From an optimization exercise on the open Yosys and OpenROAD flow, aimed at small area; shortcuts taken in it are not production practice.
Function was checked by simulation only, so behaviour that the tests miss may differ from the original.
Power and IR drop assume default switching activity.

// RICSV_TOP
module RICSV_TOP(
	input clk, rst_n,
	output [31:0] imem_addr,
	input  [31:0] imem_data,
	output wb_en,
	output [4:0] wb_rd,
	output [31:0] wb_data,
	output mem_we,
	output [5:0] mem_addr,
	output [31:0] mem_wdata
	);
	wire [31:0] I   = imem_data;
	wire [6:0]  op  = I[6:0];
	wire [4:0]  rs1 = I[19:15];
	wire [4:0]  rs2 = I[24:20];
	wire [4:0]  rd  = I[11:7];
	wire [2:0]  f3  = I[14:12];
	wire [6:0]  f7  = I[31:25];
	wire base   = (op[3:0] == 4'b0011);
	wire is_op  = base & (op[6:4] == 3'b011);
	wire is_opi = base & (op[6:4] == 3'b001);
	wire is_ld  = base & (op[6:4] == 3'b000);
	wire is_st  = base & (op[6:4] == 3'b010);
	wire is_br  = base & (op[6:4] == 3'b110);
	wire rf_we  = (is_op | is_opi | is_ld) & (rd != 5'd0);
	reg ph;
	always @(posedge clk)
		ph <= rst_n & ~ph;
	wire [31:0] wdata;             
	wire [31:0] rwx = {32{~rst_n}} | (wdata ^ {32{ph}});
	wire [31:0] s1, s2, swn;       
	dec5  u_dec_rs1 (.a(rs1), .y(s1));
	dec5  u_dec_rs2 (.a(rs2), .y(s2));
	dec5n u_dec_rd  (.a(rd),  .en(rf_we), .yn(swn));
	wire [31:0] rq [1:31];
	genvar k;
	generate
		for (k = 1; k < 32; k = k + 1) begin : xr
			reg  [31:0] q;
			wire [31:0] d;
			wire hd = swn[k];              
			wire wr = ~(rst_n & swn[k]);   
			st_word u_st (.q(q), .hd(hd), .x(rwx), .wr(wr), .d(d));
			always @(posedge clk)
				q <= d;
			assign rq[k] = q;
		end
	endgenerate
	wire [31:0] t1 [0:10];
	wire [31:0] t2 [0:10];
	generate
		for (k = 0; k < 10; k = k + 1) begin : rg
			aoi222_32 u1 (.a(rq[3*k+1]), .b(rq[3*k+2]), .c(rq[3*k+3]),
			              .sa(s1[3*k+1]), .sb(s1[3*k+2]), .sc(s1[3*k+3]), .y(t1[k]));
			aoi222_32 u2 (.a(rq[3*k+1]), .b(rq[3*k+2]), .c(rq[3*k+3]),
			              .sa(s2[3*k+1]), .sb(s2[3*k+2]), .sc(s2[3*k+3]), .y(t2[k]));
		end
	endgenerate
  ...
clock: 16.0 ns
lec_check: 0
cap_margin: 20
core_margin: 2
core_utilization: 52
cts_buf_list: sky130_fd_sc_hd__clkbuf_16
cts_cluster_diameter: 100
cts_cluster_size: 26
place_density: 0.68
setup_slack_margin: 0.5
slew_margin: 20
synth_hierarchical: 1
synth_minimum_keep_size: 0
standard.sh (not shown) runs the stock make flow with config.mk's settings and CLKGATE_MAP_FILE= SYNTH_SCRIPT=/design/flow/synth_recipe.tcl, a recipe that flattens the netlist after the stock synthesis.
==> flow/flow/run.sh <==
#!/bin/bash
# The standard layout (standard.sh: synthesis through finish, unchanged),
# except that the port buffers ORFS inserts before global placement are plain
# sky130_fd_sc_hd__buf_1 cells instead of its default delay-cell buffers. Every
# input and output port still gets its own buffer; the resizer sizes them up
# where timing or slew needs it. The full make output goes to standard.log.
set -euo pipefail
export BUFFER_PORTS_ARGS="-buffer_cell sky130_fd_sc_hd__buf_1"
bash standard.sh > standard.log 2>&1
Change:
--- a/flow/config.mk
+++ b/flow/config.mk
@@ -6,13 +6,13 @@
 export NUM_CORES = 4
 export LEC_CHECK = 0
-export CAP_MARGIN = 20
+export CAP_MARGIN = 10
 export CORE_MARGIN = 2
-export CORE_UTILIZATION = 52
+export CORE_UTILIZATION = 45
 export CTS_BUF_LIST = sky130_fd_sc_hd__clkbuf_16
 export CTS_CLUSTER_DIAMETER = 100
 export CTS_CLUSTER_SIZE = 26
-export PLACE_DENSITY = 0.68
+export PLACE_DENSITY = 0.6
 export SETUP_SLACK_MARGIN = 0.5
-export SLEW_MARGIN = 20
+export SLEW_MARGIN = 10
 export SYNTH_HIERARCHICAL = 1
 export SYNTH_MINIMUM_KEEP_SIZE = 0
After rerunning:
- non-clock buffer count goes down by 9
- final cell count goes up by 3.9%
- clock skew goes up by 0.013 ns
- combinational power goes up by about 3%
- count of clock-buffer cells in the layout goes up by 2
Change:
==> flow/run.sh (new file) <==
#!/bin/bash
# synth_recipe.tcl (not shown) runs the flow's synth.tcl, then flattens the netlist and writes it again
# the make line also repeats each setting of config.mk as NAME=value (left out here)
make -C /OpenROAD-flow-scripts/flow DESIGN_CONFIG=/design/flow/config.mk WORK_HOME=/design/flow/orfs CLKGATE_MAP_FILE= SYNTH_SCRIPT=/design/flow/synth_recipe.tcl finish
--- a/flow/config.mk
+++ b/flow/config.mk
@@ -6,5 +6,5 @@
 export NUM_CORES = 4
 export LEC_CHECK = 0
-export CAP_MARGIN = 10
+export CAP_MARGIN = 20
 export CORE_MARGIN = 2
 export CORE_UTILIZATION = 45
@@ -14,5 +14,5 @@
 export PLACE_DENSITY = 0.6
 export SETUP_SLACK_MARGIN = 0.5
-export SLEW_MARGIN = 10
+export SLEW_MARGIN = 20
 export SYNTH_HIERARCHICAL = 1
 export SYNTH_MINIMUM_KEEP_SIZE = 0
removed: flow/flow/run.sh
removed: flow/standard.sh
=>
- The new run finished clean
- power rises by 2.9%
- worst setup slack improves by 0.049 ns
- synthesized area does not change
- routed wire length drops by 0.64%
- flip-flop and latch count is unchanged
- global-route usage went down by 0.11 points
- final area goes up by 1.7%
- maximum frequency is higher by about 0.3%
- clock power increases by about 1%
- clock skew hardly moves

## static timing again, ports no longer ideal
In the flow no input, the clock included, has a driving cell. The finished layouts below were timed again as built, in two steps.
Step 1, drivers: a clkbuf_16 drives clk and a buf_2 each remaining input, both assumed.
Step 2 times the ports against the registers' clock, not the clock port: input delays grow and output delays shrink by t, the midpoint of the rising clock arrivals with the driver on.
Slacks: no drivers / after step 1 / after step 2; pairs: no drivers / after step 1.
run	t (ns)	setup WS [ns]	worst setup path at the end	latest minus earliest clock arrival (ns)	cell pins on the clock port's net
the first run	0.953	0.377 / 0.247 / 0.247	input to output	0.050 / 0.051	1
the second run	0.962	0.379 / 0.232 / 0.232	input to output	0.063 / 0.063	1
the third run	0.985	0.428 / 0.398 / 0.398	input to output	0.066 / 0.066	1
After both steps setup and hold are still met in every run listed. The setup slack of the second run, which loses most, moves by -0.147 ns with the drivers and by -0.147 ns with both steps.
